Source: an optimization exercise on an open RTL-to-GDS flow (aim: small area). Production flows keep margins and buffers that such runs may drop. Function was checked by simulation only, so behaviour that the tests miss may differ from the original. The flow treats the clock pin as an ideal source, which a real chip does not have. Power figures rest on the tool's default switching activity, not on a simulated workload.

File: config.mk
export PLATFORM = sky130hd
export DESIGN_NAME = median_filter
export DESIGN_NICKNAME = median_filter
export VERILOG_FILES = /design/flow/design.v
export SDC_FILE = /design/flow/constraint.sdc
export NUM_CORES = 4
export LEC_CHECK = 0
export ABC_AREA = 1
export CAP_MARGIN = 20
export CORE_MARGIN = 2
export CORE_UTILIZATION = 70
export SLEW_MARGIN = 20
File: constraint.sdc
create_clock -name core_clock -period 10.0 [get_ports {clk}]
set_input_delay 2.0000 -clock core_clock [delete_from_list [all_inputs] [get_ports {clk}]]
set_output_delay 2.0000 -clock core_clock [all_outputs]
set_load 0.01 [all_outputs]
File: design.v
module register #(parameter W = 8) (
    input          clk,
    input          en,
    input  [W-1:0] d,
    output [W-1:0] q
    );
    reg [W-1:0] out_q;
    always @(posedge clk) begin
        if (en)
            out_q <= d;
    end
    assign q = out_q;
endmodule
module comparator(
    input  [7:0] input1,
    input  [7:0] input2,
    output       gt
    );
    wire [8:0] g;
    assign g[0] = 1'b0;
    genvar i;
    generate
        for (i = 0; i < 8; i = i + 1) begin : bit_gt
            assign g[i+1] = (input1[i] & ~input2[i]) | ((input1[i] | ~input2[i]) & g[i]);
        end
    endgenerate
    assign gt = g[8];
endmodule
`timescale 1ns / 1ps
module median_filter(
    input        clk,
    input  [7:0] i_data,
    input        en1,
    input        en2,
    output [7:0] o_med
    );
    localparam [7:0] INV_P = 8'hFF;
    localparam [7:0] INV_LO1 = 8'hFF;
    localparam [7:0] INV_MI1  = 8'h00;
    localparam [7:0] INV_HI1  = 8'h00;
    localparam [7:0] INV_LO12 = 8'h00;
    localparam [7:0] INV_HI12 = 8'hFF;
    reg  [7:0] p1_q, p2_q;
    reg        p2_gt_p1;
    wire [7:0] p1 = p1_q ^ INV_P;
    wire [7:0] p2 = p2_q ^ INV_P;
    reg  [7:0] lo1_q, mi1_q, hi1_q;
    wire [7:0] lo1 = lo1_q ^ INV_LO1;
    wire [7:0] mi1 = mi1_q ^ INV_MI1;
    wire [7:0] hi1 = hi1_q ^ INV_HI1;
    reg  [7:0] lo12_q, hi12_q, mi2_q;
    reg        mi1_gt_mi2;
    wire [7:0] lo12 = lo12_q ^ INV_LO12;
    wire [7:0] hi12 = hi12_q ^ INV_HI12;
    wire [7:0] mi2  = mi2_q ^ INV_MI1;
    reg  [7:0] med_n2, med_n1, med_o;
    wire p1_gt_d, p2_gt_d;
    comparator c_p1d (.input1(p1), .input2(i_data), .gt(p1_gt_d));
    comparator c_p2d (.input1(p2), .input2(i_data), .gt(p2_gt_d));
    reg [7:0] lo0, mi0, hi0;
    always @(*) begin
        if (p2_gt_p1) begin
            if (p1_gt_d) begin
                lo0 = i_data; mi0 = p1; hi0 = p2;
            end else if (p2_gt_d) begin
                lo0 = p1; mi0 = i_data; hi0 = p2;
            end else begin
                lo0 = p1; mi0 = p2; hi0 = i_data;
            end
        end else begin
            if (p2_gt_d) begin
                lo0 = i_data; mi0 = p2; hi0 = p1;
            end else if (p1_gt_d) begin
                lo0 = p2; mi0 = i_data; hi0 = p1;
            end else begin
                lo0 = p2; mi0 = p1; hi0 = i_data;
            end
        end
    end
    wire lo0_gt_lo12, hi0_gt_hi12;
    comparator c_lo (.input1(lo0), .input2(lo12), .gt(lo0_gt_lo12));
    comparator c_hi (.input1(hi0), .input2(hi12), .gt(hi0_gt_hi12));
    wire [7:0] lo_max = lo0_gt_lo12 ? lo0 : lo12;
    wire [7:0] hi_min = hi0_gt_hi12 ? hi12 : hi0;
    wire mi0_gt_mi1, mi0_gt_mi2;
    comparator c_m1 (.input1(mi0), .input2(mi1), .gt(mi0_gt_mi1));
    comparator c_m2 (.input1(mi0), .input2(mi2), .gt(mi0_gt_mi2));
    reg [7:0] mi_med;
    always @(*) begin
        if (mi0_gt_mi1 != mi0_gt_mi2)
            mi_med = mi0;
        else if (mi0_gt_mi1)
            mi_med = mi1_gt_mi2 ? mi1 : mi2;
        else
            mi_med = mi1_gt_mi2 ? mi2 : mi1;
    end
    wire a_gt_b, a_gt_c, b_gt_c;
    comparator c_ab (.input1(lo_max), .input2(mi_med), .gt(a_gt_b));
    comparator c_ac (.input1(lo_max), .input2(hi_min), .gt(a_gt_c));
    comparator c_bc (.input1(mi_med), .input2(hi_min), .gt(b_gt_c));
    reg [7:0] med;
    always @(*) begin
        if (a_gt_b != a_gt_c)
            med = lo_max;
        else if (a_gt_b)
            med = b_gt_c ? mi_med : hi_min;
        else
            med = b_gt_c ? hi_min : mi_med;
    end
    wire lo0_gt_lo1, hi0_gt_hi1;
    comparator c_l1 (.input1(lo0), .input2(lo1), .gt(lo0_gt_lo1));
    comparator c_h1 (.input1(hi0), .input2(hi1), .gt(hi0_gt_hi1));
    always @(posedge clk) begin
        if (en1) begin
            p1_q <= i_data ^ INV_P;
            p2_q <= p1_q;
            p2_gt_p1 <= p1_gt_d;
        end
        if (en2) begin
            lo1_q  <= lo0 ^ INV_LO1;
            mi1_q  <= mi0 ^ INV_MI1;
            hi1_q  <= hi0 ^ INV_HI1;
            lo12_q <= (lo0_gt_lo1 ? lo0 : lo1) ^ INV_LO12;
            hi12_q <= (hi0_gt_hi1 ? hi1 : hi0) ^ INV_HI12;
            mi2_q  <= mi1_q;
            mi1_gt_mi2 <= mi0_gt_mi1;
            med_n2 <= med;
            med_n1 <= med_n2;
            med_o  <= med_n1;
        end
    end
    assign o_med = med_o;
endmodule
File: flow/run.sh
#!/bin/bash
# The standard layout, with these changes:
#  - synthesis maps the logic with several area-oriented ABC scripts (abc/), keeping the smallest result,
#    and leaves out the full/half adder extraction; every step that makes
#    or names registers is the standard one, so the registers are the same;
#  - the port buffers are the smallest buffer, sky130_fd_sc_hd__buf_1;
#  - clock tree synthesis uses small clock buffers (clkbuf_4) and no dummy
#    loads; after it, post_cts.tcl upsizes each clock buffer whose flip-flop
#    clock pins would see a slow edge.
# Each step's full output is in orfs/logs/; make's output is in flow.log.
set -euo pipefail
W=$PWD
CTS="-sink_clustering_enable -repair_clock_nets -dont_use_dummy_load -root_buf sky130_fd_sc_hd__clkbuf_4 -buf_list sky130_fd_sc_hd__clkbuf_4"
sed -e "s#SYNTH_SCRIPT=[^ ]*#SYNTH_SCRIPT=$W/flow/synth.tcl ABC_SCRIPT_DIR=$W/flow/abc BUFFER_PORTS_ARGS=\"-buffer_cell sky130_fd_sc_hd__buf_1\"#" \
    standard.sh > my_standard.sh
export CTS_ARGS="$CTS"
export POST_CTS_TCL=$W/flow/post_cts.tcl
export CLOCK_SLEW_UPSIZE_NS=0.105
bash my_standard.sh > flow.log 2>&1
File: flow/abc/s01.abc
strash
&get -n
&st
&synch2
&if -K 6 -a
&mfs
&st
&synch2
&put
dch -f
amap
File: flow/abc/s02.abc
strash
&get -n
&st
&synch2
&put
dch -f
amap
File: flow/abc/s03.abc
strash
&get -n
&st
&synch2
&put
dch -f
amap -F 2
File: flow/abc/s04.abc
strash
&get -n
&st
&synch2
&if -K 4 -a
&mfs
&st
&synch2
&put
dch -f
amap
File: flow/abc/s05.abc
strash
&get -n
&st
&synch2
&if -K 5 -a
&mfs
&st
&synch2
&put
dch -f
amap
File: flow/abc/s06.abc
strash
&get -n
&st
&synch2
&if -K 6 -a
&mfs
&st
&synch2
&if -K 6 -a
&mfs
&st
&synch2
&put
dch -f
amap
File: flow/abc/s07.abc
strash
&get -n
&st
&dch
&if -K 6 -a
&mfs
&st
&synch2
&put
dch -f
amap
File: flow/abc/s08.abc
strash
&get -n
&st
&synch2
&if -K 6 -a
&mfs
&st
&synch2
&put
dch -f
amap
strash
dch -f
amap
File: flow/abc/s09.abc
strash
&get -n
&st
&synch2
&if -K 6 -a
&mfs
&st
&synch2
&put
dch
amap
File: flow/abc/s10.abc
strash
&get -n
&st
&syn2
&if -K 6 -a
&mfs
&st
&synch2
&put
dch -f
amap
File: flow/post_cts.tcl
# After clock tree synthesis: a clock buffer whose flip-flop clock pins see
# a slow edge is replaced by the next larger clock buffer, then the
# placement is legalised again.
estimate_parasitics -placement
set upsized 0
foreach inst [get_cells *] {
  set master [get_property $inst ref_name]
  if { $master ne "sky130_fd_sc_hd__clkbuf_4" } { continue }
  set out [get_pins -of_objects $inst -filter "direction == output"]
  set net [get_nets -of_objects $out]
  set worst 0
  foreach p [get_pins -of_objects $net -filter "direction == input"] {
    set s [get_property $p slew_max]
    if { $s > $worst } { set worst $s }
  }
  if { $worst > $::env(CLOCK_SLEW_UPSIZE_NS) } {
    puts "post_cts: [get_property $inst full_name] worst sink slew $worst ns, upsized to clkbuf_8"
    replace_cell $inst sky130_fd_sc_hd__clkbuf_8
    incr upsized
  }
}
if { $upsized > 0 } {
  detailed_placement
  check_placement -verbose
  estimate_parasitics -placement
}
puts "post_cts: $upsized clock buffers upsized"
File: flow/synth.tcl
# synth_recipe.tcl, except for the ABC step and the adder extraction:
#  - full/half adder extraction is left out;
#  - the logic is mapped with each ABC script in ABC_SCRIPT_DIR (area
#    oriented, no delay target) and the mapping with the smallest cell area
#    is kept.
# Every step that makes or names registers is the standard one.
proc synth {args} { yosys synth -nofsm -noshare {*}$args }
proc extract_fa {args} { puts "extract_fa skipped" }
proc abc {args} {
  set out {}
  set lib {}
  set skip 0
  set prev {}
  foreach a $args {
    if { $prev eq "-liberty" } { set lib $a }
    set prev $a
    if { $skip } { set skip 0; continue }
    if { $a eq "-script" || $a eq "-D" } { set skip 1; continue }
    lappend out $a
  }
  yosys design -save pre_abc
  set best_area 1e30
  set best {}
  foreach s [lsort [glob $::env(ABC_SCRIPT_DIR)/*.abc]] {
    yosys design -load pre_abc
    yosys abc -script $s {*}$out
    set rpt $::env(OBJECTS_DIR)/abc_try.txt
    yosys tee -q -o $rpt stat -liberty $lib
    set fh [open $rpt r]
    set txt [read $fh]
    close $fh
    regexp {Chip area for module[^:]*:\s*([0-9.]+)} $txt -> area
    puts "ABC script [file tail $s]: area $area"
    if { $area < $best_area } {
      set best_area $area
      set best $s
      yosys design -save best_abc
    }
  }
  puts "ABC script kept: [file tail $best], area $best_area"
  yosys design -load best_abc
}
source $::env(SCRIPTS_DIR)/synth.tcl
# left out here: clear keep_hierarchy, flatten, clean up, hide names made inside functions, write 1_2_yosys.v
File: standard.sh
#!/bin/bash
# synth_recipe.tcl (not shown) runs the flow's synth.tcl, then flattens the netlist and writes it again
# the make line also repeats each setting of config.mk as NAME=value (left out here)
make -C /OpenROAD-flow-scripts/flow DESIGN_CONFIG=/design/flow/config.mk WORK_HOME=/design/flow/orfs CLKGATE_MAP_FILE= SYNTH_SCRIPT=/design/flow/synth_recipe.tcl "${@:-finish}"
==> results.toml, run 1 <==
[run_status]
status = "finished clean"

[power]
p_sw_share_pct = 39.4
power.density_nw_per_um2 = 267
combPwrFrac_pct = 43.1
pwr-share-clk_pct = 13.1
ir_worst_vdd_mv = 0.198
p_int_w = 0.000775
seqPwrFrac_pct = 43.8
power.leakage_nw = 1.53
switching_power_w = 0.000504

[drt]
drt_iter0_drc = 446
postRouteAntennaNets = 0
routed_wirelength_um = 10300
first_pass_iters = 8
via_per_inst = 7.39
routedWlPerCell_um = 20.1
num_vias = 3800
drc_errors = 0

[worst_setup_path]
cp_slowest_cell = "nor2_1"
worstPathArrival_ns = 9.40
critical_path.top_delay_family = "compound AO/OA/AOI/OAI gates"
cp-startpoint = "i_data[0]"
rr_startpoint = "p2_q[1]"
path_depth = 40
end_kind = "register"
r2r_slack_ns = 2.04
crit_buf_inv = 7
path_max_fanout = 11
reg2regPathDepth = 39
start_kind = "input pin"
endpoint = "med_n2[3]"
critical_path_class = "input pin to register"
cpPeakStageDelay_ns = 0.58
timing.rr.end = "med_n2[3]"
required_ns = 10.08

[synthesis]
synth_edf_count = 90
yosysTopAreaCellShare_pct = 60.1
ys_seq_area_share_pct = 60.1
async_flop_share_pct = 0
ys_types = 25
synth_largest_area_cell = "edfxtp_1"
ys_ff_latch = 90
syn_inst = 406
synth_top_flop_cell = "edfxtp_1"
syn_nets = 417
yosys_warnings = 1
avgSynthCellArea_um2 = 11.1
syn_area_um2 = 4500
yosys-top-cells-area = "edfxtp_1 (60%), o22ai_1 (8.9%), clkinv_1 (4.3%), a222oi_1 (4.2%), nor2_1 (4.2%)"

[final_layout]
layout.nets = 450
fin_area_um2 = 4790
drive_gt1_share_pct = 4.12
antenna_cells = 0
area_growth_pct = 6.62

[sta]
clock.fmax_mhz = 107
finalSetupTns_ns = 0
hold_viol = 0
finalSetupViolCount = 0
worst_pin_slew_ns = 1.07
finClkSkew_ns = 0.0288
min_period_ns = 9.32
holdWs_ns = 0.412
slew_headroom_pct = 28.2
period_share_pct = 93.2
slew_viol_final = 0
rsz0062_at_grt = "false"

[grt]
grt_max_degree = 74
grt.total_usage_pct = 30.6
gr-total-overflow = 0
grtUsageMet2_pct = 46.0
grt_pass1_vias = 3368
grt_first_pass_wirelength_um = 16800
antenna_found_initial = 0
grt.met1_usage_pct = 43.6
met3_usage_pct = 6.00
top_usage_layer = "met2"

[hold_path]
hold_path.class = "register to register"

[placed_design]
gp_congestion = 0.907
hpwlAfterDp_um = 7280
io_buffer_count = 18
postPlaceCellArea_um2 = 4690

[floorplan]
die_area_um2 = 7080
initial_core_util_pct = 71.6
dieHeight_um = 84.1
io_pins = 19
rows = 29
die_x_um = 84.1
fp.coreArea_um2 = 6280

[clock_tree]
cts.sinks = 90
worstSkewPairLatency_ns = 0.37
clk_pin_slew_ns = 0.11
cts_tree = "yes"

[flow_run]
timing.max_cap.violations = 0
-- routing by layer --
layer / vias to the layer above / part of all wire, % / wire, um
li1: 1728 / - / -
met1: 1761 / 41 / 4270
met4: 0 / 3.0 / 311
met3: 34 / 9.2 / 954
met2: 277 / 46 / 4800
met5: - / 0 / 0
-- worst min-delay path by stage --
stage / from / to / cells after the start
detailed placement: med_n2[4] / med_n1[4] / 0
finish: med_n2[3] / med_n1[3] / 0
floorplan: med_n2[0] / med_n1[0] / 0
global placement: med_n1[2] / med_o[2] / 0
global route: med_n2[3] / med_n1[3] / 0
-- cells in the mapped netlist (3+ instances only) --
library cell,instances
o32ai_1,3
a221o_1,5
a22oi_1,8
nand2_1,20
edfxtp_1,90
o22a_1,11
o22ai_1,64
a21oi_1,23
nor3_1,5
nor2_1,50
a221oi_1,9
or2_0,3
clkinv_1,51
o221ai_1,4
o21ai_0,28
a222oi_1,19
-- area by class of cell --
class	count	area (um^2)
multi-input cells	265	1610
inverters	51	191
fillers	411	1480
clock buffers	9	92.6
flip-flops and latches	90	2700
well taps	77	96.3
repair buffers	22	98.8
-- flip-flops by register name (all words and copies together) (netlist names) --
| register | cells |
|---|---|
| p2_q | 8 |
| p2_gt_p1 | 1 |
| p1_q | 8 |
| med_o | 8 |
| hi12_q | 8 |
| lo1_q | 8 |
| mi1_gt_mi2 | 1 |
| med_n1 | 8 |
| mi1_q | 8 |
| med_n2 | 8 |
| lo12_q | 8 |
| hi1_q | 8 |
| mi2_q | 8 |
-- cell families (layout without fill, tap and decap cells) --
logic type / Yosys count / in the layout / share of synthesized area (%)
compound gates: 184 / 184 / 28.4
buf+inv: 51 / 82 / 4.26
flops: 90 / 90 / 60.1
simple gates: 81 / 81 / 7.24
-- power groups by stage --
stage | sequential (W) | combinational [W] | clock [W]
after floorplan | 0.000555 | 0.000387 | 0
after global placement | 0.000563 | 0.000499 | 0
after detailed placement | 0.000565 | 0.000529 | 0
after global routing | 0.000566 | 0.000599 | 0.000180
final | 0.000560 | 0.000551 | 0.000168
-- placed cells by master, fill, tap and decap left out --
master    netlist  routed
clkbuf_8        0       4
o22ai_1        64      64
a22oi_1         8       8
edfxtp_1       90      90
buf_2           0       1
o221ai_1        4       4
buf_4           0       4
or2_0           3       3
o22a_1         11      11
nor2_1         50      47
clkbuf_4        0       5
a221oi_1        9       9
nor2b_2         0       1
o31ai_1         1       1
nor2b_1         2       1
buf_1           0      17
a21oi_1        23      23
a222oi_1       19      19
nand2_1        20      20
o21ai_0        28      28
a221o_1         5       5
o221a_1         2       2
o21bai_1        2       2
and2_0          1       1
clkinv_1       51      51
o32ai_1         3       3
a21boi_0        1       1
nor3_1          5       5
a22o_1          1       1
a211oi_1        2       2
a21o_1          1       1
nor2_2          0       3
-- through the flow --
stage                     utilization, %  instances  setup slack (ns)  total power (W)
after floorplan                        -        406              1.51         0.000943
after global placement              74.7        505             0.715          0.00106
final                               76.4        514             0.683          0.00128
after global routing                76.4        514           0.00713          0.00134
after detailed placement            74.7        505             0.382          0.00109
==> inputs of run 2 (changes only) <==
--- a/config.mk
+++ b/config.mk
@@ -11,2 +11,3 @@
 export CORE_UTILIZATION = 70
+export GPL_TIMING_DRIVEN = 0
 export SLEW_MARGIN = 20
==> run 2 against run 1 <==
Clock skew decreased by 0.0032 ns. Hold slack improved by 0.014 ns. Non-clock buffer count decreased by 2. Critical path type unchanged. Critical endpoint is now med_n2[5]. Utilization increased by 0.62 points. Cell count decreased by 0.39%. Via count decreased by 2.5%.
==> results.toml, run 2 <==
[run_status]
status = "finished clean"

[clock_tree]
worstSkewPairLatency_ns = 0.36
cts_tree = "yes"
cts.sinks = 90
clk_pin_slew_ns = 0.09

[final_layout]
antenna_cells = 0
layout.cells.most_common = "edfxtp_1"
layout.nets = 448
area_growth_pct = 7.49
drive_gt1_share_pct = 5.06
layout.cells.non_filler = 512
layout_common_cells = "edfxtp_1 (90), o22ai_1 (64), clkinv_1 (51)"

[synthesis]
yosys_warnings = 1
yosys-top-cells-area = "edfxtp_1 (60%), o22ai_1 (8.9%), clkinv_1 (4.3%), a222oi_1 (4.2%), nor2_1 (4.2%)"
syn_nets = 417
synth_edf_count = 90
synth_top_flop_cell = "edfxtp_1"
ys_ff_latch = 90
syn_inst = 406
synth_commonest_cells = "edfxtp_1 (90), o22ai_1 (64), clkinv_1 (51), nor2_1 (50), o21ai_0 (28)"
async_flop_share_pct = 0
synth_largest_area_cell = "edfxtp_1"
ys_seq_area_share_pct = 60.1
yosysTopAreaCellShare_pct = 60.1
synth_most_common_cell = "edfxtp_1"
ys_types = 25
avgSynthCellArea_um2 = 11.1
syn_area_um2 = 4500

[flow_run]
timing.max_cap.violations = 0

[floorplan]
fp.coreArea_um2 = 6280
die_x_um = 84.1
die_area_um2 = 7080
io_pins = 19
rows = 29
initial_core_util_pct = 71.6
dieHeight_um = 84.1

[drt]
drt-met1-wl_um = 4150
topRoutingLayerUsed = "met4"
postRouteAntennaNets = 0
drc_errors = 0
drt_iter0_drc = 560
wl_met3_um = 795
num_vias = 3705
via_per_inst = 7.24
first_pass_iters = 8
routedWlPerCell_um = 19.4
wl_met2_um = 4700
routed_wirelength_um = 9920

[grt]
grt_first_pass_wirelength_um = 16100
grt.total_usage_pct = 28.8
antenna_found_initial = 0
grt_max_degree = 38
gr-total-overflow = 0
grt_pass1_vias = 3250

[worst_setup_path]
path_max_fanout = 11
critical_path_class = "input pin to register"
crit_top_cell = "clkinv_1"
start_kind = "input pin"
end_kind = "register"
required_ns = 10.06
cpPeakStageDelay_ns = 0.44
cp_slowest_cell = "o22ai_1"
worstPathArrival_ns = 9.18

[sta]
slew_headroom_pct = 23.6
min_period_ns = 9.11
holdWs_ns = 0.425
clock.fmax_mhz = 110
period_share_pct = 91.1
hold_viol = 0
finClkSkew_ns = 0.0256
finalSetupTns_ns = 0
slew_viol_final = 0
worst_pin_slew_ns = 1.15
rsz0062_at_grt = "false"
finalSetupViolCount = 0

[power]
power.density_nw_per_um2 = 263
ir_worst_vdd_mv = 0.173
p_total_w = 0.00127
power.leakage_nw = 1.54

[placed_design]
dp.cells = 503
hpwlAfterDp_um = 7100
io_buffer_count = 18
gp_congestion = 0.934

[hold_path]
hold_path.class = "register to register"
run 2: changes by cell type in the layout (fill, tap and decap cells not counted), sizes merged:
cell  delta
buf      -2
run 2: layout make-up:
type,instances,area (um^2)
tap,77,96.3
fill,415,1450
sequential,90,2700
clock buffer,9,98.8
inverter,51,191
multi-input combinational,265,1630
timing repair buffer,20,109
run 2: kinds of logic (layout without fill, tap and decap cells):
group | count (synthesis) | count (layout) | share of synthesized area [%]
AND/OR/NAND/NOR | 81 | 81 | 7.24
flip-flops | 90 | 90 | 60.1
buffers and inverters | 51 | 80 | 4.26
AO/OA/AOI/OAI | 184 | 184 | 28.4
run 2: final timing paths:
kind	from	end	slack (ns)	cells after the start
max reg2reg	p1_q[1]	med_n2[5]	2.20	38
min reg2reg	med_n1[3]	med_o[3]	0.43	0
max	i_data[0]	med_n2[5]	0.89	39
min	med_n1[3]	med_o[3]	0.43	0
run 2: through the flow:
stage	util [%]	setup WS (ns)	instance area [um^2]
floorplan	-	1.51	4500
global placement	74.2	0.0357	4660
detailed placement	74.9	-0.368	4700
global route	77.0	0.157	4830
finish	77.0	0.886	4830
run 2: report_power, final:
group	switching, W	internal [W]
registers	0.0000407	0.000519
clock network	0.000110	0.0000640
logic	0.000346	0.000190
run 2: critical path: cells and delay by family:
kind                   cells  cell delay [ns]
AO/OA/AOI/OAI             24             4.15
buffers and inverters      6             1.23
AND/OR/NAND/NOR            9             1.77
run 2: metal layers:
| layer | GRT usage, % | up-vias |
|---|---|---|
| met1 | 41.6 | 1686 |
| li1 | - | 1723 |
| met5 | 0 | - |
| met4 | 12.6 | 0 |
| met2 | 44.4 | 264 |
| met3 | 4.23 | 32 |
==> inputs of run 3 (changes only) <==
--- a/flow/post_cts.tcl
+++ b/flow/post_cts.tcl
@@ -12,2 +12,4 @@
   foreach p [get_pins -of_objects $net -filter "direction == input"] {
+    set sink [get_property [get_cells -of_objects $p] ref_name]
+    if { [string match "*clkbuf*" $sink] } { continue }
     set s [get_property $p slew_max]
--- a/config.mk
+++ b/config.mk
@@ -10,3 +10,3 @@
 export CORE_MARGIN = 2
-export CORE_UTILIZATION = 70
+export CORE_UTILIZATION = 80
 export GPL_TIMING_DRIVEN = 0
==> run 3 against run 2 <==
Clock power decreased by 4%. Die area decreased by 12%. Non-clock buffer count increased by 2.
==> results.toml, run 3 <==
[sta]
slew_viol_final = 0
clock.fmax_mhz = 105
hold_viol = 0
worst_pin_slew_ns = 1.03
period_share_pct = 95.5
finClkSkew_ns = 0.0354
min_period_ns = 9.55
fin_ws_ns = 0.451
holdWs_ns = 0.428
finalSetupTns_ns = 0
slew_headroom_pct = 31.2
finalSetupViolCount = 0

[synthesis]
synth_largest_area_cell = "edfxtp_1"
ys_types = 25
syn_inst = 406
yosys_warnings = 1
async_flop_share_pct = 0
synth_most_common_cell = "edfxtp_1"
synth_top_flop_cell = "edfxtp_1"
syn_area_um2 = 4500
synth_commonest_cells = "edfxtp_1 (90), o22ai_1 (64), clkinv_1 (51), nor2_1 (50), o21ai_0 (28)"
syn_nets = 417
avgSynthCellArea_um2 = 11.1
yosysTopAreaCellShare_pct = 60.1
ys_ff_latch = 90
synth_edf_count = 90
ys_seq_area_share_pct = 60.1
yosys-top-cells-area = "edfxtp_1 (60%), o22ai_1 (8.9%), clkinv_1 (4.3%), a222oi_1 (4.2%), nor2_1 (4.2%)"

[floorplan]
initial_core_util_pct = 82.1
die_x_um = 79.0
fp.coreArea_um2 = 5470
die_area_um2 = 6240
rows = 27
io_pins = 19
dieHeight_um = 79.0

[grt]
antenna_found_initial = 0
grt_max_degree = 39
grt_first_pass_wirelength_um = 17700
grt_pass1_vias = 3508
grt.total_usage_pct = 37.5
gr-total-overflow = 0

[worst_setup_path]
cp_slowest_cell = "or2_0"
path_max_fanout = 9
required_ns = 10.27
cpPeakStageDelay_ns = 0.42
start_kind = "input pin"
end_kind = "register"
worstPathArrival_ns = 9.82
critical_path_class = "input pin to register"
crit_top_cell = "o21ai_0"

[placed_design]
io_buffer_count = 18
postPlaceCellArea_um2 = 4670
dp_slack_ns = -0.664
gp_congestion = 0.934
hpwlAfterDp_um = 7870

[run_status]
status = "finished clean"

[final_layout]
multiInputGateArea_um2 = 1650
seq_area_um2 = 2700
area_growth_pct = 7.57
fin_area_um2 = 4840
layout.cells.most_common = "edfxtp_1"
layout.nets = 450
layout_common_cells = "edfxtp_1 (90), o22ai_1 (64), clkinv_1 (51)"
antenna_cells = 0
drive_gt1_share_pct = 5.72
fillerInstances = 255

[power]
power.density_nw_per_um2 = 270
p_total_w = 0.00131
power.leakage_nw = 1.55
ir_worst_vdd_mv = 0.138

[drt]
wl_met3_um = 1290
drt-met1-wl_um = 3990
topRoutingLayerUsed = "met4"
routedWlPerCell_um = 22.1
postRouteAntennaNets = 0
drt_iter0_drc = 867
drc_errors = 0
wl_met2_um = 5370
routed_wirelength_um = 11300
via_per_inst = 7.85
first_pass_iters = 10
num_vias = 3997

[clock_tree]
cts_tree = "yes"
cts.sinks = 90
worstSkewPairLatency_ns = 0.45
clk_pin_slew_ns = 0.09

[flow_run]
timing.max_cap.violations = 0

[hold_path]
hold_path.class = "register to register"
## run 3: cell counts after synthesis
Identical to the previous run, type by type.
## run 3: path summary, 6_finish.rpt
| path | cells past startpoint | to | slack (ns) | startpoint |
|---|---|---|---|---|
| max | 40 | med_n2[0] | 0.45 | i_data[2] |
| min | 0 | med_o[3] | 0.43 | med_n1[3] |
| max reg2reg | 39 | med_n2[0] | 1.65 | p1_q[2] |
| min reg2reg | 0 | med_o[3] | 0.43 | med_n1[3] |
## run 3: cell families (layout without fill, tap and decap cells)
group	count (synthesis)	count (layout)	share of synthesized area, %
buf+inv	51	82	4.26
compound gates	184	184	28.4
flops	90	90	60.1
simple gates	81	81	7.24
## run 3: metrics by stage
stage,util (%),instances
2_1_floorplan,-,406
3_5_place_dp,85.4,497
3_3_place_gp,85.0,496
6_report,88.4,509
5_1_grt,88.4,509
## run 3: area by class of cell
| class | count | area share (%) |
|---|---|---|
| Sequential cell | 90 | 55.9 |
| Clock buffer | 9 | 1.91 |
| Inverter | 51 | 3.96 |
| Timing Repair Buffer | 22 | 2.30 |
| Multi-Input combinational cell | 265 | 34.1 |
| Tap cell | 72 | 1.86 |
## run 3: where the power goes
group | internal, W | total, W | switching, W
Sequential | 0.000520 | 0.000565 | 0.0000452
Combinational | 0.000198 | 0.000573 | 0.000375
Clock | 0.0000588 | 0.000168 | 0.000109
Total | 0.000777 | 0.00131 | 0.000529
## run 3: critical path, delay by kind of cell
kind                   cells  cell delay (ns)
AOI/OAI and AO/OA         25             5.18
and+or+nand+nor           11             1.70
buffers and inverters      4             0.91
## run 3: routing by layer
layer  vias to the layer above  global-route usage [%]
met1                      1810                    50.4
met3                        66                    6.82
met5                         -                       0
li1                       1726                       -
met2                       395                    60.0
met4                         0                    18.3
==> inputs of run 4 (changes only) <==
--- a/config.mk
+++ b/config.mk
@@ -8,6 +8,6 @@
 export ABC_AREA = 1
-export CAP_MARGIN = 20
+export CAP_MARGIN = 5
 export CORE_MARGIN = 2
-export CORE_UTILIZATION = 80
+export CORE_UTILIZATION = 70
 export GPL_TIMING_DRIVEN = 0
-export SLEW_MARGIN = 20
+export SLEW_MARGIN = 5
==> run 4 against run 3 <==
Register-to-register slack improved by 0.12 ns. Clock skew fell by 0.013 ns. Maximum frequency increased by 1.3%. Via count shrank 7.8%. Highest routed layer unchanged. Still clean. Power decreased by 3.8%. Utilization down 12 points. Combinational power decreased by 7.3%. Clock-buffer cell count is the same. Sequential share of layout area increased by 0.53 points. Sequential power is 0.9% lower. Die area rose by 14%. Critical path type unchanged.
==> results.toml, run 4 <==
[hold_path]
hold_path.class = "register to register"
hp-start = "med_n1[3]"

[final_layout]
fin_area_um2 = 4790
multiInputGateArea_um2 = 1620
fin_util_pct = 76.3
drive_gt1_share_pct = 4.15
layout_common_cells = "edfxtp_1 (90), o22ai_1 (64), clkinv_1 (51)"
antenna_cells = 0
seq_area_um2 = 2700
area_growth_pct = 6.57
fillerInstances = 416
layout.cells.most_common = "edfxtp_1"
layout.nets = 447

[floorplan]
fp.coreArea_um2 = 6280
initial_core_util_pct = 71.6
dieHeight_um = 84.1
die_x_um = 84.1
rows = 29
io_pins = 19
die_area_um2 = 7080

[sta]
fin_ws_ns = 0.574
hold_viol = 0
worst_pin_slew_ns = 1.11
period_share_pct = 94.3
slew_viol_final = 0
clock.fmax_mhz = 106
finClkSkew_ns = 0.0227
min_period_ns = 9.43
finalSetupViolCount = 0
slew_headroom_pct = 26.0

[synthesis]
synth-compound-area-share_pct = 28.4
synth_most_common_cell = "edfxtp_1"
syn_nets = 417
yosys-top-cells-area = "edfxtp_1 (60%), o22ai_1 (8.9%), clkinv_1 (4.3%), a222oi_1 (4.2%), nor2_1 (4.2%)"
synthMuxAreaShare_pct = 0
yosys_warnings = 1
ys_ff_latch = 90
yosys.area_share.simple_pct = 7.24
ys_types = 25
synth_top_family_by_area = "compound AO/OA/AOI/OAI gates"
synth_largest_area_cell = "edfxtp_1"
synth_edf_count = 90
synth-xor-area-share_pct = 0
yosysTopAreaCellShare_pct = 60.1
async_flop_share_pct = 0
syn_area_um2 = 4500
syn_inst = 406
synth_commonest_cells = "edfxtp_1 (90), o22ai_1 (64), clkinv_1 (51), nor2_1 (50), o21ai_0 (28)"
ys_seq_area_share_pct = 60.1
synth_top_flop_cell = "edfxtp_1"
avgSynthCellArea_um2 = 11.1
synthAdderAreaFrac_pct = 0

[run_status]
status = "finished clean"

[drt]
first_pass_iters = 9
drt_iter0_drc = 490
via_per_inst = 7.21
postRouteAntennaNets = 0
num_vias = 3684
routed_wirelength_um = 9900
drc_errors = 0
routedWlPerCell_um = 19.4

[clock_tree]
clk_pin_slew_ns = 0.08
cts.sinks = 90
worstSkewPairLatency_ns = 0.43
cts_tree = "yes"

[power]
ir_worst_vdd_mv = 0.158
power.leakage_nw = 1.52
p_total_w = 0.00126
power.density_nw_per_um2 = 262

[grt]
grt_pass1_vias = 3214
grt.total_usage_pct = 28.7
gr-total-overflow = 0
top_usage_layer = "met2"
grt_first_pass_wirelength_um = 15900
met3_usage_pct = 6.00
grtUsageMet2_pct = 43.4
antenna_found_initial = 0
grt.met1_usage_pct = 40.8
grt_max_degree = 38

[worst_setup_path]
required_ns = 10.24
start_kind = "input pin"
end_kind = "register"
critical_path.top_delay_family = "compound AO/OA/AOI/OAI gates"
cpPeakStageDelay_ns = 0.53
cp_slowest_cell = "o32ai_1"
critical_path_class = "input pin to register"
path_max_fanout = 10
rr_startpoint = "p2_q[1]"
cp-startpoint = "i_data[0]"
worstPathArrival_ns = 9.67
crit_buf_inv = 5

[flow_run]
timing.max_cap.violations = 0

[placed_design]
gp_congestion = 0.934
dp_slack_ns = -0.433
postPlaceCellArea_um2 = 4680
hpwlAfterDp_um = 7060
io_buffer_count = 18
[run 4: where the power goes]
group | internal (W) | switching [W] | total [W]
clock | 0.0000589 | 0.000108 | 0.000166
combinational | 0.000187 | 0.000344 | 0.000531
sequential | 0.000520 | 0.0000400 | 0.000560
total | 0.000765 | 0.000491 | 0.00126
[run 4: area by class of cell]
class | instances | area share, %
sequential | 90 | 56.4
multi-input combinational | 265 | 33.8
inverter | 51 | 4.00
tap | 77 | 2.01
clock buffer | 9 | 1.93
timing repair buffer | 19 | 1.85
[run 4: logic make-up after synthesis]
| kind of cell | count (synthesis) |
|---|---|
| DFF | 90 |
| AOI/OAI and AO/OA | 184 |
| and+or+nand+nor | 81 |
| buffers and inverters | 51 |
[run 4: path summary, 6_finish.rpt]
| kind | end | slack (ns) | cells after the start |
|---|---|---|---|
| max | med_n2[5] | 0.57 | 39 |
| min | med_o[3] | 0.42 | 0 |
| max reg2reg | med_n2[5] | 1.77 | 38 |
| min reg2reg | med_o[3] | 0.42 | 0 |
[run 4: per-stage QoR]
| step | hold slack, ns | instances | TNS, ns |
|---|---|---|---|
| after floorplan | 0.400 | 406 | 0 |
| after global placement | 0.401 | 501 | 0 |
| after detailed placement | 0.405 | 502 | -2.96 |
| after global routing | 0.437 | 511 | -0.0787 |
| final | 0.423 | 511 | 0 |
[run 4: layer usage]
layer	share of wire (%)	vias to the layer above
met2	47	235
li1	-	1719
met5	0	-
met1	42	1705
met4	2.7	0
met3	8.8	25
[run 4: worst reg2reg max path, delay by kind of cell, from the launching register on]
family / cells / cell delay [ns]
AOI/OAI and AO/OA: 25 / 5.39
buffers and inverters: 4 / 0.99
DFF: 1 / 0.47
and+or+nand+nor: 9 / 1.18
==> inputs of run 5 (changes only) <==
--- a/flow/run.sh
+++ b/flow/run.sh
@@ -5,3 +5,4 @@
 #    or names registers is the standard one, so the registers are the same;
-#  - the port buffers are the smallest buffer, sky130_fd_sc_hd__buf_1;
+#  - the port buffers are the smallest buffer, sky130_fd_sc_hd__buf_1,
+#    except en2's, which post_gpl.tcl makes a buf_4 (en2 has a large fanout);
 #  - clock tree synthesis uses small clock buffers (clkbuf_4) and no dummy
@@ -16,2 +17,3 @@
 export CTS_ARGS="$CTS"
+export POST_GLOBAL_PLACE_TCL=$W/flow/post_gpl.tcl
 export POST_CTS_TCL=$W/flow/post_cts.tcl
==> flow/post_gpl.tcl (new file) <==
# After global placement: en2 drives the load enable of nearly every
# register, so its port buffer is a sky130_fd_sc_hd__buf_4 instead of the
# smallest buffer.
foreach port {en2} {
  set net [get_nets -of_objects [get_ports $port]]
  foreach pin [get_pins -of_objects $net -filter "direction == input"] {
    set inst [get_cells -of_objects $pin]
    if { [get_property $inst ref_name] eq "sky130_fd_sc_hd__buf_1" } {
      puts "post_gpl: [get_property $inst full_name] on port $port made sky130_fd_sc_hd__buf_4"
      replace_cell $inst sky130_fd_sc_hd__buf_4
    }
  }
}
==> run 5 against run 4 <==
The flow now stops in global placement (3_3_place_gp). Synthesized area unchanged. Synthesized cell count stayed put.
==> results.toml, run 5 <==
[synthesis]
yosys_warnings = 1
synth_commonest_cells = "edfxtp_1 (90), o22ai_1 (64), clkinv_1 (51), nor2_1 (50), o21ai_0 (28)"
syn_area_um2 = 4500
yosys-top-cells-area = "edfxtp_1 (60%), o22ai_1 (8.9%), clkinv_1 (4.3%), a222oi_1 (4.2%), nor2_1 (4.2%)"
syn_inst = 406
synth_top_flop_cell = "edfxtp_1"
ys_types = 25
ys_seq_area_share_pct = 60.1
async_flop_share_pct = 0
avgSynthCellArea_um2 = 11.1
synth_most_common_cell = "edfxtp_1"
ys_ff_latch = 90
syn_nets = 417
synth_largest_area_cell = "edfxtp_1"
yosysTopAreaCellShare_pct = 60.1
synth_edf_count = 90

[run_status]
lastStage = "global placement (3_3_place_gp)"
error = "[ERROR STA-0100] unsupported object type Port."
status = "aborted with a tool error"

[floorplan]
dieHeight_um = 84.1
io_pins = 19
initial_core_util_pct = 71.6
rows = 29
die_x_um = 84.1

[placed_design]
io_buffer_count = 18
run 5: logic make-up after synthesis:
kind of cell    Yosys count  synth area share, %
buf+inv                  51                 4.26
flops                    90                 60.1
simple gates             81                 7.24
compound gates          184                 28.4
==> inputs of run 6 (changes only) <==
--- a/flow/post_gpl.tcl
+++ b/flow/post_gpl.tcl
@@ -4,3 +4,3 @@
 foreach port {en2} {
-  set net [get_nets -of_objects [get_ports $port]]
+  set net [get_nets $port]
   foreach pin [get_pins -of_objects $net -filter "direction == input"] {
==> run 6 against run 5 <==
The run now finishes clean. Synthesized area is the same. Synthesized cell count stayed put.
==> results.toml, run 6 <==
[run_status]
status = "finished clean"

[worst_setup_path]
r2r_slack_ns = 1.85
cpPeakStageDelay_ns = 0.54
rr_startpoint = "p2_q[0]"
crit_top_cell = "a21oi_1"
start_kind = "input pin"
path_max_fanout = 11
required_ns = 10.15
reg2regPathDepth = 37
cp_slowest_cell = "o32ai_1"
critical_path_class = "input pin to register"
end_kind = "register"
worstPathArrival_ns = 9.52
timing.rr.end = "med_n2[6]"

[sta]
finalSetupTns_ns = 0
holdWs_ns = 0.424
min_period_ns = 9.37
hold_viol = 0
finalSetupViolCount = 0
clock.fmax_mhz = 107
finClkSkew_ns = 0.0300
slew_viol_final = 0
fin_ws_ns = 0.634
period_share_pct = 93.7
slew_headroom_pct = 27.4
worst_pin_slew_ns = 1.09

[power]
power.density_nw_per_um2 = 264
ir_worst_vdd_mv = 0.171
power.leakage_nw = 1.52

[final_layout]
fillerInstances = 413
multiInputGateArea_um2 = 1620
fin_util_pct = 76.2
seq_area_um2 = 2700
drive_gt1_share_pct = 4.16
area_growth_pct = 6.40
antenna_cells = 0
layout.nets = 446
layout_common_cells = "edfxtp_1 (90), o22ai_1 (64), clkinv_1 (51)"
fin_area_um2 = 4780
layout.cells.most_common = "edfxtp_1"

[synthesis]
syn_area_um2 = 4500
synth_top_family_by_area = "compound AO/OA/AOI/OAI gates"
ys_ff_latch = 90
synth_edf_count = 90
synthAdderAreaFrac_pct = 0
synth-xor-area-share_pct = 0
avgSynthCellArea_um2 = 11.1
synth_top_flop_cell = "edfxtp_1"
synth_commonest_cells = "edfxtp_1 (90), o22ai_1 (64), clkinv_1 (51), nor2_1 (50), o21ai_0 (28)"
synth-compound-area-share_pct = 28.4
syn_nets = 417
yosysTopAreaCellShare_pct = 60.1
synth_largest_area_cell = "edfxtp_1"
yosys-top-cells-area = "edfxtp_1 (60%), o22ai_1 (8.9%), clkinv_1 (4.3%), a222oi_1 (4.2%), nor2_1 (4.2%)"
async_flop_share_pct = 0
yosys.area_share.simple_pct = 7.24
yosys_warnings = 1
syn_inst = 406
synth_most_common_cell = "edfxtp_1"
ys_seq_area_share_pct = 60.1
ys_types = 25
synthMuxAreaShare_pct = 0

[grt]
grt_max_degree = 74
grt_pass1_vias = 3205
antenna_found_initial = 0
grt.total_usage_pct = 28.4
gr-total-overflow = 0
grt_first_pass_wirelength_um = 15800

[clock_tree]
clk_pin_slew_ns = 0.09
worstSkewPairLatency_ns = 0.44
cts.sinks = 90
cts_tree = "yes"

[hold_path]
hold_path.class = "register to register"
holdPathStages = 0
hold_path_end = "med_o[3]"
hp-start = "med_n1[3]"

[drt]
routed_wirelength_um = 9760
num_vias = 3685
drt_iter0_drc = 547
routedWlPerCell_um = 19.1
postRouteAntennaNets = 0
first_pass_iters = 5
drc_errors = 0
via_per_inst = 7.23

[floorplan]
fp.coreArea_um2 = 6280
rows = 29
initial_core_util_pct = 71.6
io_pins = 19
dieHeight_um = 84.1
die_area_um2 = 7080
die_x_um = 84.1

[placed_design]
hpwlAfterDp_um = 6970
io_buffer_count = 18
postPlaceCellArea_um2 = 4660
dp_slack_ns = -0.397

[flow_run]
timing.max_cap.violations = 0
## run 6: cell counts after synthesis
No cell type changed its count.
## run 6: report_power, final
group	internal [W]	switching [W]
Clock	0.0000630	0.000109
Combinational	0.000187	0.000342
Sequential	0.000520	0.0000405
Total	0.000769	0.000491
## run 6: worst max-delay path, delay by kind of cell
kind	cells	cell delay, ns
compound gates	25	4.89
buf+inv	5	1.15
simple gates	8	1.50
## run 6: area by class of cell
| class | instances | share of cell area, % |
|---|---|---|
| clock buffer | 9 | 2.07 |
| multi-input combinational | 265 | 33.9 |
| timing repair buffer | 18 | 1.49 |
| tap | 77 | 2.01 |
| inverter | 51 | 4.00 |
| sequential | 90 | 56.5 |
## run 6: worst max-delay path by stage
stage,startpoint,endpoint,slack (ns)
global placement,i_data[2],med_n2[1],0.04
detailed placement,i_data[1],med_n2[1],-0.40
floorplan,i_data[0],med_n2[1],1.51
global route,i_data[1],med_n2[5],-0.02
finish,i_data[0],med_n2[6],0.63
## run 6: cells by family (layout without fill, tap and decap cells)
family / Yosys count / after routing
buf+inv: 51 / 78
flops: 90 / 90
compound gates: 184 / 184
simple gates: 81 / 81
## run 6: per-stage QoR
step                      instances  power, W
final                           510   0.00126
after global routing            510   0.00133
after detailed placement        501   0.00108
after global placement          501   0.00105
after floorplan                 406  0.000943
## run 6: metal layers
| layer | vias to the layer above | track usage (%) | wire (um) |
|---|---|---|---|
| li1 | 1723 | - | - |
| met1 | 1686 | 41.4 | 4110 |
| met2 | 245 | 42.3 | 4510 |
| met3 | 31 | 4.62 | 829 |
| met4 | 0 | 14.2 | 321 |
| met5 | - | 0 | 0 |
==> inputs of run 7 (changes only) <==
--- a/flow/run.sh
+++ b/flow/run.sh
@@ -17,5 +17,6 @@
 export CTS_ARGS="$CTS"
+export ABC_MAX_DELAY_PS=6600
 export POST_GLOBAL_PLACE_TCL=$W/flow/post_gpl.tcl
 export POST_CTS_TCL=$W/flow/post_cts.tcl
-export CLOCK_SLEW_UPSIZE_NS=0.105
+export CLOCK_SLEW_UPSIZE_NS=0.115
 bash my_standard.sh > flow.log 2>&1
--- a/flow/abc/s01.abc
+++ b/flow/abc/s01.abc
@@ -11 +11,3 @@
 amap
+topo
+stime -p
==> flow/abc/s02.abc (replaced) <==
strash
&get -n
&st
&synch2
&put
dch -f
amap
topo
stime -p
==> flow/abc/s03.abc (replaced) <==
strash
&get -n
&st
&synch2
&put
dch -f
amap -F 2
topo
stime -p
--- a/flow/abc/s04.abc
+++ b/flow/abc/s04.abc
@@ -11 +11,3 @@
 amap
+topo
+stime -p
--- a/flow/abc/s05.abc
+++ b/flow/abc/s05.abc
@@ -11 +11,3 @@
 amap
+topo
+stime -p
--- a/flow/abc/s06.abc
+++ b/flow/abc/s06.abc
@@ -15 +15,3 @@
 amap
+topo
+stime -p
==> flow/abc/s07.abc (replaced) <==
strash
&get -n
&st
&dch
&if -K 6 -a
&mfs
&st
&synch2
&put
dch -f
amap
topo
stime -p
--- a/flow/abc/s08.abc
+++ b/flow/abc/s08.abc
@@ -14 +14,3 @@
 amap
+topo
+stime -p
==> flow/abc/s09.abc (replaced) <==
strash
&get -n
&st
&synch2
&if -K 6 -a
&mfs
&st
&synch2
&put
dch
amap
topo
stime -p
--- a/flow/abc/s10.abc
+++ b/flow/abc/s10.abc
@@ -11 +11,3 @@
 amap
+topo
+stime -p
==> flow/abc/s11.abc (new file) <==
strash
&get -n
&nf -a -R 1000
&put
topo
stime -p
==> flow/abc/s12.abc (new file) <==
strash
dch -f
amap
topo
stime -p
==> flow/abc/s13.abc (new file) <==
strash
&get -n
&dch
&nf -a -R 1000
&put
topo
stime -p
==> flow/abc/s14.abc (new file) <==
strash
&get -n
&st
&synch2
&if -K 6 -a
&mfs
&st
&synch2
&put
dch -f
amap -F 2 -A 4
topo
stime -p
==> flow/abc/s15.abc (new file) <==
strash
&get -n
&st
&synch2
&if -K 6 -a
&mfs
&st
&synch2
&put
dch -f
amap -F 1 -A 8
topo
stime -p
==> flow/abc/s16.abc (new file) <==
strash
&get -n
&st
&synch2
&if -K 6 -a
&mfs
&st
&synch2
&put
dch -f
amap -F 4 -A 4
topo
stime -p
==> flow/abc/s17.abc (new file) <==
strash
&get -n
&st
&synch2
&if -K 6 -a
&mfs
&st
&synch2
&put
dch -f
amap -m
topo
stime -p
==> flow/abc/s18.abc (new file) <==
strash
dch -f
amap -F 2 -A 4
topo
stime -p
==> flow/abc/s19.abc (new file) <==
strash
dch -f
amap -F 4 -A 4
topo
stime -p
--- a/flow/synth.tcl
+++ b/flow/synth.tcl
@@ -3,4 +3,5 @@
 #  - the logic is mapped with each ABC script in ABC_SCRIPT_DIR (area
-#    oriented, no delay target) and the mapping with the smallest cell area
-#    is kept.
+#    oriented, no delay target); of the mappings whose delay, as ABC's stime
+#    estimates it, is at most ABC_MAX_DELAY_PS, the one with the smallest
+#    cell area is kept (if none is, the fastest one).
 # Every step that makes or names registers is the standard one.
@@ -21,7 +22,16 @@
   yosys design -save pre_abc
+  set limit $::env(ABC_MAX_DELAY_PS)
   set best_area 1e30
   set best {}
+  set fast_delay 1e30
+  set fast {}
   foreach s [lsort [glob $::env(ABC_SCRIPT_DIR)/*.abc]] {
     yosys design -load pre_abc
-    yosys abc -script $s {*}$out
+    set log $::env(OBJECTS_DIR)/abc_try.log
+    yosys tee -q -o $log abc -script $s {*}$out
+    set fh [open $log r]
+    set txt [read $fh]
+    close $fh
+    set delay 1e30
+    foreach {m d} [regexp -all -inline {Delay\s*=\s*([0-9.]+)\s*ps} $txt] { set delay $d }
     set rpt $::env(OBJECTS_DIR)/abc_try.txt
@@ -32,4 +42,4 @@
     regexp {Chip area for module[^:]*:\s*([0-9.]+)} $txt -> area
-    puts "ABC script [file tail $s]: area $area"
-    if { $area < $best_area } {
+    puts "ABC script [file tail $s]: area $area delay $delay ps"
+    if { $delay <= $limit && $area < $best_area } {
       set best_area $area
@@ -38,5 +48,15 @@
     }
+    if { $delay < $fast_delay } {
+      set fast_delay $delay
+      set fast $s
+      yosys design -save fast_abc
+    }
   }
-  puts "ABC script kept: [file tail $best], area $best_area"
-  yosys design -load best_abc
+  if { $best ne {} } {
+    puts "ABC script kept: [file tail $best], area $best_area"
+    yosys design -load best_abc
+  } else {
+    puts "ABC script kept (none within $limit ps): [file tail $fast], delay $fast_delay"
+    yosys design -load fast_abc
+  }
 }
==> run 7 against run 6 <==
Still clean. Design area is 0.94% higher. Synthesized cell count down 0.49%. Synthesized area is 0.17% lower. Combinational power rose by 4.9%. Critical path depth rose by 1. Clock skew grew 0.0074 ns. Largest cell class unchanged. Largest power group unchanged. Highest routed layer unchanged.
==> results.toml, run 7 <==
[sta]
slew_headroom_pct = 33.3
min_period_ns = 9.64
finalSetupTns_ns = 0
hold_viol = 0
finalSetupViolCount = 0
period_share_pct = 96.4
worst_pin_slew_ns = 1.00
fin_ws_ns = 0.365
finClkSkew_ns = 0.0374
slew_viol_final = 0
clock.fmax_mhz = 104

[worst_setup_path]
cp-startpoint = "i_data[1]"
timing.rr.end = "med_n2[0]"
end_kind = "register"
cpPeakStageDelay_ns = 0.44
cp_slowest_cell = "nor2_1"
critical_path_class = "input pin to register"
endpoint = "med_n2[0]"
r2r_slack_ns = 1.79
reg2regPathDepth = 38
required_ns = 10.13
rr_startpoint = "p2_q[1]"
worstPathArrival_ns = 9.77
start_kind = "input pin"
path_max_fanout = 11
crit_top_cell = "o221ai_1"

[clock_tree]
worstSkewPairLatency_ns = 0.44
cts.sinks = 90
cts_tree = "yes"
clk_pin_slew_ns = 0.10

[synthesis]
ys_types = 23
synth_top_flop_cell = "edfxtp_1"
avgSynthCellArea_um2 = 11.1
synth_edf_count = 90
synth_largest_area_cell = "edfxtp_1"
yosys_warnings = 1
ys_ff_latch = 90
async_flop_share_pct = 0
yosysTopAreaCellShare_pct = 60.2
synth_commonest_cells = "edfxtp_1 (90), clkinv_1 (70), o22ai_1 (70), nor2_1 (32), o21ai_0 (28)"
yosys-top-cells-area = "edfxtp_1 (60%), o22ai_1 (9.8%), clkinv_1 (5.9%), a222oi_1 (5.6%), o21ai_0 (3.1%)"
ys_seq_area_share_pct = 60.2
syn_nets = 415
syn_area_um2 = 4490
syn_inst = 404
synth_most_common_cell = "edfxtp_1"

[final_layout]
drive_gt1_share_pct = 5.91
layout.nets = 453
antenna_cells = 0
layout.cells.most_common = "edfxtp_1"
layout.cells.non_filler = 517
layout_common_cells = "edfxtp_1 (90), clkinv_1 (70), o22ai_1 (70)"
area_growth_pct = 7.58

[grt]
grt.total_usage_pct = 28.4
grt_first_pass_wirelength_um = 15600
antenna_found_initial = 0
grt_pass1_vias = 3322
grt_max_degree = 74
gr-total-overflow = 0

[run_status]
status = "finished clean"

[placed_design]
io_buffer_count = 18
dp_slack_ns = -0.323
dp.cells = 499
hpwlAfterDp_um = 7100

[drt]
drt_iter0_drc = 585
via_per_inst = 7.40
drc_errors = 0
postRouteAntennaNets = 0
num_vias = 3826
first_pass_iters = 9
routed_wirelength_um = 10300
routedWlPerCell_um = 20.0

[power]
ir_worst_vdd_mv = 0.219
power.density_nw_per_um2 = 264
power.leakage_nw = 1.53

[floorplan]
dieHeight_um = 84.1
die_x_um = 84.1
die_area_um2 = 7070
initial_core_util_pct = 71.5
fp.coreArea_um2 = 6280
rows = 29
io_pins = 19

[flow_run]
timing.max_cap.violations = 0

[hold_path]
hold_path.class = "register to register"
==> run 7: cell types whose count changed after synthesis, sizes merged, moves of 3 or more <==
cell    change
nor2       -18
nand2       +5
o22ai       +6
a21oi       -7
o221ai     +12
a222oi      +6
o22a       -10
clkinv     +19
a221oi      -3
nor3        -4
==> run 7: cell families after synthesis <==
group,count (synthesis),synth area share (%)
AO/OA/AOI/OAI,182,28.5
buffers and inverters,70,5.85
AND/OR/NAND/NOR,62,5.44
flip-flops,90,60.2
==> run 7: worst min path at each step <==
| stage | end | slack (ns) | start | cells after the start |
|---|---|---|---|---|
| global route | med_o[1] | 0.41 | med_n1[1] | 0 |
| finish | med_n1[7] | 0.40 | med_n2[7] | 0 |
| floorplan | med_n1[0] | 0.40 | med_n2[0] | 0 |
| global placement | med_o[7] | 0.40 | med_n1[7] | 0 |
| detailed placement | med_n1[1] | 0.40 | med_n2[1] | 0 |
==> run 7: final cells by class <==
| type | count | area, um^2 |
|---|---|---|
| Tap cell | 77 | 96.3 |
| Clock buffer | 9 | 86.3 |
| Multi-Input combinational cell | 244 | 1540 |
| Inverter | 70 | 263 |
| Sequential cell | 90 | 2700 |
| Fill cell | 394 | 1450 |
| Timing Repair Buffer | 27 | 139 |
==> run 7: stage by stage <==
| stage | area, um^2 | util, % | hold WS [ns] | total power [W] |
|---|---|---|---|---|
| floorplan | 4490 | - | 0.400 | 0.000942 |
| global placement | 4650 | 74.1 | 0.401 | 0.00105 |
| detailed placement | 4660 | 74.2 | 0.405 | 0.00108 |
| global route | 4830 | 76.9 | 0.408 | 0.00134 |
| finish | 4830 | 76.9 | 0.402 | 0.00128 |
==> run 7: worst max-delay path, delay by kind of cell <==
family	cells	cell delay (ns)
AOI/OAI and AO/OA	26	4.71
buffers and inverters	7	1.42
and+or+nand+nor	6	1.59
==> run 7: power breakdown <==
group / leakage, nW / internal (W) / total (W) / switching (W)
clock network: 0.0492 / 0.0000547 / 0.000164 / 0.000109
logic: 0.598 / 0.000196 / 0.000554 / 0.000358
registers: 0.882 / 0.000520 / 0.000558 / 0.0000381
==> run 7: routing by layer <==
layer,vias up,routed length (um),GRT usage [%]
met1,1765,4120,39.0
met3,39,1040,5.93
met5,-,0,0
met2,291,4820,43.4
met4,0,362,13.8
li1,1731,-,-
==> inputs of run 8 (changes only) <==
--- a/flow/run.sh
+++ b/flow/run.sh
@@ -17,2 +17,4 @@
 export CTS_ARGS="$CTS"
+export SETUP_MOVE_SEQUENCE=unbuffer,sizeup,swap
+export RECOVER_POWER=100
 export ABC_MAX_DELAY_PS=6600
==> run 8 against run 7 <==
Now fails the layout checks on capacitance limit, slew limit. Critical path type unchanged. Register-to-register slack improved by 0.09 ns. Maximum frequency grew 2.9%. Critical path depth fell by 2. Largest power group unchanged. Non-clock buffer count decreased by 9. Largest cell class unchanged. Design area shrank 0.88%. Synthesized area unchanged. First-iteration DRC count grew 0.51%. Synthesized cell count unchanged.
==> results.toml, run 8 <==
[synthesis]
synth_edf_count = 90
synth_most_common_cell = "edfxtp_1"
ys_ff_latch = 90
yosys-top-cells-area = "edfxtp_1 (60%), o22ai_1 (9.8%), clkinv_1 (5.9%), a222oi_1 (5.6%), o21ai_0 (3.1%)"
syn_inst = 404
avgSynthCellArea_um2 = 11.1
ys_types = 23
synth_top_flop_cell = "edfxtp_1"
synth_largest_area_cell = "edfxtp_1"
synth_commonest_cells = "edfxtp_1 (90), clkinv_1 (70), o22ai_1 (70), nor2_1 (32), o21ai_0 (28)"
yosysTopAreaCellShare_pct = 60.2
ys_seq_area_share_pct = 60.2
syn_nets = 415
yosys_warnings = 1
syn_area_um2 = 4490
async_flop_share_pct = 0

[worst_setup_path]
path_max_fanout = 11
rr_startpoint = "p1_q[0]"
cpPeakStageDelay_ns = 0.41
required_ns = 10.14
crit_top_cell = "o221ai_1"
cp-startpoint = "i_data[1]"
end_kind = "register"
worstPathArrival_ns = 9.50
critical_path_class = "input pin to register"
start_kind = "input pin"
cp_slowest_cell = "nor2_2"

[drt]
num_vias = 3764
routedWlPerCell_um = 19.8
postRouteAntennaNets = 0
via_per_inst = 7.41
routed_wirelength_um = 10100
drt_iter0_drc = 588
first_pass_iters = 7
drc_errors = 0

[floorplan]
rows = 29
initial_core_util_pct = 71.5
dieHeight_um = 84.1
fp.coreArea_um2 = 6280
die_x_um = 84.1
io_pins = 19
die_area_um2 = 7070

[final_layout]
drive_gt1_share_pct = 4.64
fin_util_pct = 76.2
layout_common_cells = "edfxtp_1 (90), clkinv_1 (70), o22ai_1 (69)"
area_growth_pct = 6.64
layout.cells.non_filler = 508
layout.nets = 444
layout.cells.most_common = "edfxtp_1"
antenna_cells = 0

[grt]
grt_first_pass_wirelength_um = 15600
antenna_found_initial = 0
grt.total_usage_pct = 28.4
grt_pass1_vias = 3322
grt_max_degree = 74
gr-total-overflow = 0

[placed_design]
io_buffer_count = 18
dp_slack_ns = -0.323
hpwlAfterDp_um = 7100
dp.cells = 499

[sta]
min_period_ns = 9.37
hold_viol = 0
slew_headroom_pct = -149
holdWs_ns = 0.402
period_share_pct = 93.7
finClkSkew_ns = 0.0374
finalSetupViolCount = 0
worst_pin_slew_ns = 3.73
fin_ws_ns = 0.633
clock.fmax_mhz = 107
slew_viol_final = 74

[clock_tree]
cts_tree = "yes"
cts.sinks = 90
clk_pin_slew_ns = 0.10
worstSkewPairLatency_ns = 0.44

[flow_run]
timing.max_cap.violations = 1

[power]
p_total_w = 0.00127
ir_worst_vdd_mv = 0.220
power.leakage_nw = 1.49
power.density_nw_per_um2 = 265

[run_status]
status = "finished with violations"
so_faults = "capacitance limit, slew limit"

[hold_path]
hold_path.class = "register to register"
hp-start = "med_n2[7]"
==> run 8: final timing paths <==
kind         cells past startpoint   endpoint  slack, ns
max                             37  med_n2[0]       0.63
min reg2reg                      0  med_n1[7]       0.40
max reg2reg                     34  med_n2[0]       1.88
min                              0  med_n1[7]       0.40
==> run 8: report_power, final <==
group / switching, W / total, W / internal (W)
combinational: 0.000360 / 0.000550 / 0.000190
clock: 0.000107 / 0.000161 / 0.0000547
sequential: 0.0000379 / 0.000559 / 0.000521
total: 0.000505 / 0.00127 / 0.000765
==> run 8: final cells by class <==
type	instances	area [um^2]
flip-flops and latches	90	2700
multi-input cells	244	1570
fillers	406	1490
inverters	70	263
well taps	77	96.3
clock buffers	9	86.3
repair buffers	18	67.6
==> run 8: kinds of logic (layout without fill, tap and decap cells) <==
logic type | count (synthesis) | in the layout | share of synthesized area [%]
and+or+nand+nor | 62 | 62 | 5.44
AOI/OAI and AO/OA | 182 | 182 | 28.5
buffers and inverters | 70 | 97 | 5.85
DFF | 90 | 90 | 60.2
==> run 8: layer usage <==
metal	up-vias	part of all wire [%]	track usage, %
li1	1708	-	-
met1	1743	39	39.0
met3	40	10	5.93
met5	-	0	0
met2	273	47	43.4
met4	0	3.7	13.8
==> run 8: stage by stage <==
stage | TNS [ns] | instance area [um^2]
finish | 0 | 4790
global placement | -0.385 | 4650
global route | -0.0499 | 4790
detailed placement | -1.92 | 4660
floorplan | 0 | 4490
==> run 8: worst max-delay path, delay by kind of cell <==
family / cells / cell delay, ns
simple gates: 6 / 1.53
compound gates: 26 / 4.94
buf+inv: 5 / 0.99
==> inputs of run 9 (changes only) <==
--- a/flow/run.sh
+++ b/flow/run.sh
@@ -18,3 +18,2 @@
 export SETUP_MOVE_SEQUENCE=unbuffer,sizeup,swap
-export RECOVER_POWER=100
 export ABC_MAX_DELAY_PS=6600
==> run 9 against run 8 <==
Now clean on timing, DRC and antenna. Register-to-register slack got worse by 0.03 ns. Critical path depth unchanged. Maximum frequency decreased by 0.16%. Global-route usage unchanged. Hold slack about the same. Synthesized cell count unchanged. Clock skew about the same. Largest cell class unchanged. Power about the same. Design area about the same. Non-clock buffer count unchanged. Routed wire length increased by 0.22%.
==> results.toml, run 9 <==
[power]
power.leakage_nw = 1.49
ir_worst_vdd_mv = 0.220
power.density_nw_per_um2 = 265

[final_layout]
layout.nets = 444
antenna_cells = 0
layout.cells.most_common = "edfxtp_1"
area_growth_pct = 6.72
drive_gt1_share_pct = 4.87
layout_common_cells = "edfxtp_1 (90), clkinv_1 (70), o22ai_1 (69)"
fin_util_pct = 76.3

[grt]
grt_pass1_vias = 3322
grt_max_degree = 74
antenna_found_initial = 0
grt.total_usage_pct = 28.4
gr-total-overflow = 0
grt_first_pass_wirelength_um = 15600

[drt]
drt_iter0_drc = 588
routedWlPerCell_um = 19.9
via_per_inst = 7.43
postRouteAntennaNets = 0
drc_errors = 0
first_pass_iters = 9
num_vias = 3772
routed_wirelength_um = 10100

[clock_tree]
clk_pin_slew_ns = 0.10
cts_tree = "yes"
worstSkewPairLatency_ns = 0.44
cts.sinks = 90

[worst_setup_path]
cpPeakStageDelay_ns = 0.42
cp-startpoint = "i_data[1]"
critical_path_class = "input pin to register"
start_kind = "input pin"
end_kind = "register"
worstPathArrival_ns = 9.52
timing.rr.end = "med_n2[0]"
crit_top_cell = "o221ai_1"
cp_slowest_cell = "nor2_2"
reg2regPathDepth = 34
path_max_fanout = 11
rr_startpoint = "p1_q[0]"
r2r_slack_ns = 1.85
required_ns = 10.14

[sta]
worst_pin_slew_ns = 1.12
fin_ws_ns = 0.618
finClkSkew_ns = 0.0378
period_share_pct = 93.8
min_period_ns = 9.38
slew_headroom_pct = 25.4
clock.fmax_mhz = 107
holdWs_ns = 0.402
finalSetupViolCount = 0
hold_viol = 0
slew_viol_final = 0

[floorplan]
die_area_um2 = 7070
rows = 29
die_x_um = 84.1
initial_core_util_pct = 71.5
fp.coreArea_um2 = 6280
io_pins = 19
dieHeight_um = 84.1

[synthesis]
ys_types = 23
synth_largest_area_cell = "edfxtp_1"
syn_nets = 415
synth_top_flop_cell = "edfxtp_1"
synth_most_common_cell = "edfxtp_1"
yosys_warnings = 1
yosys-top-cells-area = "edfxtp_1 (60%), o22ai_1 (9.8%), clkinv_1 (5.9%), a222oi_1 (5.6%), o21ai_0 (3.1%)"
ys_ff_latch = 90
synth_commonest_cells = "edfxtp_1 (90), clkinv_1 (70), o22ai_1 (70), nor2_1 (32), o21ai_0 (28)"
synth_edf_count = 90
syn_inst = 404
ys_seq_area_share_pct = 60.2
async_flop_share_pct = 0
syn_area_um2 = 4490
yosysTopAreaCellShare_pct = 60.2
avgSynthCellArea_um2 = 11.1

[hold_path]
hp-start = "med_n2[7]"
holdPathStages = 0
hold_path_end = "med_n1[7]"
hold_path.class = "register to register"

[run_status]
status = "finished clean"

[flow_run]
timing.max_cap.violations = 0

[placed_design]
hpwlAfterDp_um = 7100
dp_slack_ns = -0.323
io_buffer_count = 18
## run 9: cell counts after synthesis
No cell type changed its count.
## run 9: cell type report
| cell class | instances | area (um^2) |
|---|---|---|
| timing repair buffer | 18 | 71.3 |
| sequential | 90 | 2700 |
| clock buffer | 9 | 86.3 |
| tap | 77 | 96.3 |
| inverter | 70 | 263 |
| multi-input combinational | 244 | 1570 |
| fill | 407 | 1490 |
## run 9: worst max-delay path: cells and delay by family
family,cells,cell delay (ns)
AOI/OAI and AO/OA,26,4.93
buffers and inverters,5,0.99
and+or+nand+nor,6,1.53
## run 9: kinds of logic (layout without fill, tap and decap cells)
family / after synthesis / count (layout) / synth area share (%)
AO/OA/AOI/OAI: 182 / 182 / 28.5
flip-flops: 90 / 90 / 60.2
AND/OR/NAND/NOR: 62 / 62 / 5.44
buffers and inverters: 70 / 97 / 5.85
## run 9: worst max-delay path by stage
| stage | end | slack, ns | depth (start not counted) |
|---|---|---|---|
| floorplan | med_n2[0] | 1.46 | 34 |
| global placement | med_n2[0] | -0.07 | 35 |
| detailed placement | med_n2[0] | -0.32 | 35 |
| global route | med_n2[0] | -0.05 | 36 |
| finish | med_n2[0] | 0.62 | 37 |
## run 9: through the flow
stage / TNS (ns) / cells / instance area, um^2 / total power (W)
2_1_floorplan: 0 / 404 / 4490 / 0.000942
3_3_place_gp: -0.385 / 499 / 4650 / 0.00105
3_5_place_dp: -1.92 / 499 / 4660 / 0.00108
5_1_grt: -0.0499 / 508 / 4790 / 0.00133
6_report: 0 / 508 / 4790 / 0.00127
## run 9: metal layers
layer | track usage (%) | wire, um | vias to the layer above
met2 | 43.4 | 4740 | 278
met3 | 5.93 | 1000 | 40
met4 | 13.8 | 376 | 0
met5 | 0 | 0 | -
li1 | - | - | 1707
met1 | 39.0 | 3980 | 1747
## run 9: report_power, final
group / switching [W] / internal (W) / leakage (nW) / total, W
Combinational: 0.000360 / 0.000190 / 0.562 / 0.000550
Clock: 0.000107 / 0.0000547 / 0.0492 / 0.000161
Sequential: 0.0000380 / 0.000520 / 0.882 / 0.000558
Total: 0.000505 / 0.000764 / 1.49 / 0.00127

re-timing with driven ports:
The flow's constraints put no driver on any port. The routed layouts listed below were extracted and timed again, unchanged, in two steps. Step 1: set_driving_cell puts a clkbuf_16 on clk and a buf_2 on each other input, an assumption about the parent block. Step 2 adds t to the input delays and takes it off the output delays; t is the mean of the earliest and latest rising clock arrival at the registers after step 1. Input paths then give back, and output paths get back, about the clock's delay inside the block. Slacks: ideal ports / drivers / drivers and shift; pairs: ideal ports / drivers.
run	t, ns	setup slack, ns	pins driven straight from the clock port
run 1	0.386	0.683 / 0.691 / 0.305	1
run 2	0.375	0.886 / 0.895 / 0.520	1
run 3	0.463	0.451 / 0.457 / -0.006	1
run 4	0.452	0.574 / 0.584 / 0.132	1
run 6	0.452	0.634 / 0.640 / 0.188	1
run 7	0.454	0.365 / 0.362 / -0.092	1
run 8	0.447	0.633 / 0.635 / 0.189	1
run 9	0.446	0.618 / 0.620 / 0.174	1
Met with ideal ports but missed after step 2: setup timing in run 3 and run 7.
